This design comes from an exercise in tuning for small area, a short achievable clock period and few clock cycles on the open sky130 flow, not from production work. Only simulation tests tie the RTL to the original design; equivalence was not proved. Power and IR drop assume default switching activity.

// mips
module mips (
    input  logic        clk,rst,
    output logic [9:0]  imem_addr,
    input  logic [31:0] imem_data,
    output logic [9:0]  d_addr,
    output logic        d_wr,
    output logic [31:0] d_wdata,
    input  logic [31:0] d_rdata
);
Size: ~4300 cells after synthesis, ~1300 flip-flops, roughly 120 I/O pins.
==> flow/config.mk <==
export PLATFORM = sky130hd
export DESIGN_NAME = mips
export DESIGN_NICKNAME = mips
export VERILOG_FILES = /design/flow/design.v
export SDC_FILE = /design/flow/constraint.sdc
export NUM_CORES = 4
export LEC_CHECK = 0
export ABC_CLOCK_PERIOD_IN_PS = 3000
export CAP_MARGIN = 10
export CORE_MARGIN = 2
export CORE_UTILIZATION = 40
export CTS_CLUSTER_DIAMETER = 100
export CTS_CLUSTER_SIZE = 20
export PLACE_DENSITY = 0.6
export SLEW_MARGIN = 10
==> flow/constraint.sdc <==
create_clock -name core_clock -period 10.0 [get_ports {clk}]
set_input_delay 2.0000 -clock core_clock [delete_from_list [all_inputs] [get_ports {clk}]]
set_output_delay 2.0000 -clock core_clock [all_outputs]
set_load 0.01 [all_outputs]
standard.sh (not shown) runs the stock make flow with config.mk's settings and CLKGATE_MAP_FILE= SYNTH_SCRIPT=/design/flow/synth_recipe.tcl, a recipe that flattens the netlist after the stock synthesis.
==> flow/flow/run.sh <==
#!/bin/bash
set -euo pipefail
bash standard.sh SETUP_SLACK_MARGIN=7 "BUFFER_PORTS_ARGS=-buffer_cell sky130_fd_sc_hd__buf_2" finish > standard_flow.log 2>&1
Testbench counts at the start, summed over its fixed seeds: cycles 106,009.
Rerun with:
==> flow/flow/run.sh (replaced) <==
#!/bin/bash
set -euo pipefail
bash standard.sh SETUP_SLACK_MARGIN=6.85 "BUFFER_PORTS_ARGS=-buffer_cell sky130_fd_sc_hd__buf_2" finish > standard_flow.log 2>&1
- PLACE_DENSITY: 0.6 -> 0.7
Effect:
- clock skew goes down by 0.011 ns
- routed wire length goes down by 4.8%
- maximum frequency goes down by 4.6%
- clock-buffer cell count goes down by 4
- global-route usage goes down by 2.2 points
- power goes down by 0.59%
- cell count hardly moves
- worst setup slack got worse by 0.15 ns
- area after synthesis does not change
Rerun with:
- PLACE_DENSITY: 0.7 -> 0.6
Result:
- The new run completed without violations
- die area stays the same
- via count came out lower slightly
- combinational power is about the same
- total power stays flat
- sequential power is about the same
- core utilization barely changes
- cell area stays flat
- maximum frequency rose by a few percent
- register-to-register slack improved by 0.14 ns
Rerun with:
- CAP_MARGIN: 10 -> 20
- SLEW_MARGIN: 10 -> 20
After rerunning:
- routed wire length hardly moves
- combinational power grows by about 2%
- non-clock buffer count climbs by 13
- area after synthesis stays the same

* * *

Setup of the previous run:
Another version of the RTL of mips (not shown whole).
For scale: roughly 1,300 flip-flops, roughly 120 I/O pins.
==> flow/config.mk <==
export PLATFORM = sky130hd
export DESIGN_NAME = mips
export DESIGN_NICKNAME = mips
export VERILOG_FILES = /design/flow/design.v
export SDC_FILE = /design/flow/constraint.sdc
export NUM_CORES = 4
export LEC_CHECK = 0
export ABC_CLOCK_PERIOD_IN_PS = 3000
export CAP_MARGIN = 20
export CORE_MARGIN = 2
export CORE_UTILIZATION = 40
export PLACE_DENSITY = 0.6
export SLEW_MARGIN = 20
==> flow/constraint.sdc <==
create_clock -name core_clock -period 10.0 [get_ports {clk}]
set_input_delay 2.0000 -clock core_clock [delete_from_list [all_inputs] [get_ports {clk}]]
set_output_delay 2.0000 -clock core_clock [all_outputs]
set_load 0.01 [all_outputs]
==> flow/flow/run.sh <==
#!/bin/bash
set -euo pipefail
bash standard.sh SETUP_SLACK_MARGIN=6.5 finish > standard_flow.log 2>&1
The previous run | stages: all done | timing, DRC, antenna: all pass
Testbench counts of the previous run, summed over its fixed seeds: cycles 106,156.
diff inputs: the previous run => the current run
==> flow/run.sh (new file) <==
#!/bin/bash
# synth_recipe.tcl (not shown) runs the flow's synth.tcl, then flattens the netlist and writes it again
# the make line also repeats each setting of config.mk as NAME=value (left out here)
make -C /OpenROAD-flow-scripts/flow DESIGN_CONFIG=/design/flow/config.mk WORK_HOME=/design/flow/orfs CLKGATE_MAP_FILE= SYNTH_SCRIPT=/design/flow/synth_recipe.tcl finish
--- a/flow/config.mk
+++ b/flow/config.mk
@@ -12,2 +12,3 @@
 export PLACE_DENSITY = 0.6
+export SETUP_SLACK_MARGIN = 5
 export SLEW_MARGIN = 20
removed: flow/flow/run.sh
removed: flow/standard.sh
--- outcome ---
The current run -> the previous run: die area delta 0, exact match
Looking at destination of the critical timing path, the Datapath.InstructionMemory.inst[25]$_DFFE_PP_ result is from the current run; the Datapath.ex_a[17]$_DFF_P_ one comes from the previous run.
The routed via count divided by cell count was comparable across the previous run and the current run.
Summary — number of cells upsized or downsized after cts, the current run relative to the previous run: lower, by 150.
| required time at the endpoint of the critical path | lower: the current run |

[static timing again, ports no longer ideal]
The flow's constraints put no driver on any port. The routed layouts listed below were extracted and timed again, unchanged, in two steps. Step 1 assumes that a clkbuf_16 drives the clock port and a buf_2 every other input. Step 2 adds t to the input delays and takes it off the output delays; t is the mean of the earliest and latest rising clock arrival at the registers after step 1. Input paths then give back, and output paths get back, about the clock's delay inside the block. Three values: ideal ports, drivers, drivers and shift; two values: the first two.
run	shift t [ns]	setup WS [ns]	worst setup path at the end	latest minus earliest clock arrival (ns)
the first run of note 1	0.815	6.780 / 6.688 / 6.141	input to register	0.048 / 0.048
the second run of note 1	0.780	6.626 / 6.626 / 6.135	input to register	0.043 / 0.043
the third run of note 1	0.806	6.764 / 6.708 / 6.138	input to register	0.053 / 0.053
the fourth run of note 1	0.823	6.741 / 6.653 / 6.195	input to register	0.034 / 0.034
the previous run	0.865	6.281 / 6.281 / 5.644	input to register	0.042 / 0.042
the current run	0.831	5.686 / 5.686 / 5.419	input to register	0.056 / 0.056
After both steps setup and hold are still met in every run listed. For the first run of note 1, which loses most, drivers alone change the setup slack by -0.092 ns; drivers and shift together by -0.639 ns.
